Background: an optimization exercise with open tools, aiming at small area and a short achievable clock period. Do not read the settings as production practice. Only simulation tests tie the RTL to the original design; equivalence was not proved. Power is estimated from default activity; no workload was simulated.

Setup of run 1:
## alu
module alu #(parameter DATA_WIDTH = 32, OP = 3)
(
    input wire start,
    input wire clk,
    input wire reset_n,
    input wire [DATA_WIDTH - 1 : 0] A,
    input wire [DATA_WIDTH - 1 : 0] B,
    input wire [OP - 1 : 0] op,
    output wire [DATA_WIDTH - 1 : 0] result,
    output reg done
);
  wire in_mul = (op == 3'b101);
  wire in_sub = (op == 3'b100) | (op == 3'b110);
  wire [32:0] bx = {B, 1'b0};
  reg [31:0] a_r;
  reg [2:0]  op_r;
  reg [15:0] bone_r, btwo_r, nneg_r;
  reg        done_reg;
  integer k;
  always @(posedge clk) begin
    a_r  <= A;
    op_r <= op;
    for (k = 0; k < 16; k = k + 1) begin
      bone_r[k] <= bx[2*k+1] ^ (in_mul ? bx[2*k] : in_sub);
      btwo_r[k] <= (bx[2*k+2] ^ bx[2*k+1]) & ~(bx[2*k+1] ^ bx[2*k]);
      nneg_r[k] <= ~(bx[2*k+2] ^ (in_sub & ~in_mul));
    end
  end
  always @(posedge clk or negedge reset_n) begin
    if (!reset_n) done_reg <= 1'b0;
    else          done_reg <= start && (op != 3'b011);
  end
  wire [31:0] bs;    
  genvar gb;
  generate for (gb = 0; gb < 16; gb = gb + 1) begin : brec
    assign bs[2*gb]   = bone_r[gb];
    assign bs[2*gb+1] = ~nneg_r[gb];
  end endgenerate
  wire is_and = (op_r == 3'b000);
  wire is_or  = (op_r == 3'b001);
  wire is_add = (op_r == 3'b010);
  wire is_sub = (op_r == 3'b100);
  wire is_mul = (op_r == 3'b101);
  wire is_slt = (op_r == 3'b110);
  wire arith = is_add | is_sub | is_slt;
  wire [31:0] nx = ({32{arith}} & a_r) | ({32{is_and}} & (a_r & bs)) | ({32{is_or}} & (a_r | bs));
  wire [31:0] ny = {32{arith}} & bs;
  reg [31:0] x_r, y_r;
  wire [31:0] xd, yd;
  wire mul_n = ~is_mul;
  wire [31:0] nxn = ~nx, nyn = ~ny;
  mul_cs u_mul (.a(a_r), .bone(bone_r), .btwo(btwo_r), .nneg(nneg_r), .seln(mul_n), .nxn(nxn), .nyn(nyn),
                .xd(xd), .yd(yd));
  reg        cinn_r, lt_r;
  always @(posedge clk) begin
    x_r   <= xd;
    y_r   <= yd;
    cinn_r <= ~(is_sub | is_slt);
    lt_r  <= is_slt;
  end
  always @(posedge clk or negedge reset_n) begin
    if (!reset_n) done <= 1'b0;
    else          done <= done_reg;
  end
  pfx_add u_add (.x(x_r), .y(y_r), .cinn(cinn_r), .lt(lt_r), .s(result));
endmodule
Settings: LEC_CHECK=0, CAP_MARGIN=20, CORE_MARGIN=2, CORE_UTILIZATION=45, SETUP_SLACK_MARGIN=5, SLEW_MARGIN=20, SYNTH_HIERARCHICAL=1, SYNTH_MINIMUM_KEEP_SIZE=0; clock period 9.5 ns.
standard.sh (not shown) runs the stock make flow with config.mk's settings and CLKGATE_MAP_FILE= SYNTH_SCRIPT=/design/flow/synth_recipe.tcl, a recipe that flattens the netlist after the stock synthesis.
==> flow/flow/run.sh <==
#!/bin/bash
# The standard layout flow (standard.sh, ORFS with the standard flow's config), with two changes:
#  - the ports are buffered with buf_2 cells (ORFS would pick clkdlybuf4s50_1 delay cells);
#  - repair_timing aims at a setup slack margin of 4.6 ns.
export BUFFER_PORTS_ARGS="-buffer_cell sky130_fd_sc_hd__buf_2"
bash standard.sh SETUP_SLACK_MARGIN=4.6 finish > standard.log 2>&1
Run 1: PASS, flow complete, no timing, DRC or antenna violations
[inputs] run 2 vs run 1
==> flow/flow/run.sh <==
#!/bin/bash
# The standard layout flow (standard.sh: ORFS with the standard flow's config and standard synthesis),
# with these changes:
#  - after floorplan, combinational cells are set to drive strength 1 (downsize.tcl), so that
#    the resizer, which sees the placement, chooses the sizes instead of synthesis;
#  - the ports are buffered with buf_2 cells (ORFS would pick clkdlybuf4s50_1 delay cells);
#  - clock tree synthesis: no dummy loads, other buffer list and sink clustering (CTS_ARGS);
#  - repair_timing aims at a setup slack margin of 5 ns.
set -e
export BUFFER_PORTS_ARGS="-buffer_cell sky130_fd_sc_hd__buf_2"
export CTS_ARGS="-sink_clustering_enable -repair_clock_nets -dont_use_dummy_load -buf_list {sky130_fd_sc_hd__clkbuf_4 sky130_fd_sc_hd__clkbuf_8} -sink_clustering_size 30 -sink_clustering_max_diameter 150"
bash standard.sh SETUP_SLACK_MARGIN=5 floorplan > standard_floorplan.log 2>&1
ODB_IN=$(ls -d orfs/results/*/alu/base)/2_floorplan.odb openroad -no_splash -exit flow/downsize.tcl > downsize.log 2>&1
bash standard.sh SETUP_SLACK_MARGIN=5 finish > standard.log 2>&1
==> flow/flow/downsize.tcl (new file) <==
# Set every combinational cell that synthesis gave a larger drive strength back to its
# drive-1 version; placement's repair_design and repair_timing then size cells for the
# actual loads and wires. Registers and other sequential cells are left as they are.
read_db $::env(ODB_IN)
set db [ord::get_db]
set n 0
foreach inst [[ord::get_db_block] getInsts] {
  set m [$inst getMaster]
  set name [$m getName]
  if {[$m isSequential]} { continue }
  if {[regexp {^(sky130_fd_sc_hd__[a-z0-9]+)_([0-9]+)$} $name -> base size] && $size > 1} {
    if {[string match "*df*" $base] || [string match "*dl*" $base] || [string match "*clk*" $base]} { continue }
    set new [$db findMaster ${base}_1]
    if {$new ne "NULL"} {
      $inst swapMaster $new
      incr n
    }
  }
}
puts "downsized $n instances"
write_db $::env(ODB_IN)
--- outcome ---
In the metrics for run 2 and run 1, the one carrying the higher final-layout non-clock buffer area share is run 2. Run 2 vs. run 1: fraction of power consumed by combinational cells went up 2.4 points; hold slack went up 3.5 ps; share of cell area taken by multi-input logic gates went down 0.46 points; cell count after synthesis held. Run 2: flow completed, timing, DRC and antenna clean.

## what the ideal ports hide
The flow's constraints put no driver on any port. The routed layouts listed below were extracted and timed again, unchanged, in two steps. Step 1 (the two cells are an assumption about what drives the block):
set clk [get_ports {clk}]
set_driving_cell -lib_cell sky130_fd_sc_hd__clkbuf_16 $clk
set_driving_cell -lib_cell sky130_fd_sc_hd__buf_2 [delete_from_list [all_inputs] $clk]
Step 2, shift: input delay + t, output delay - t, t = (earliest + latest rising clock arrival at the registers) / 2. This alone moves slack from input paths to output paths. Three values: ideal, step 1, step 2; two values: the first two.
run	t, ns	setup slack, ns	hold slack, ns	worst slew at a driven data input, ns
run 1	0.483	4.953 / 4.902 / 4.974	0.357 / 0.357 / 0.357	0.04
run 2	0.534	5.109 / 5.058 / 5.205	0.361 / 0.361 / 0.361	0.05
After both steps every run listed still meets setup and hold.
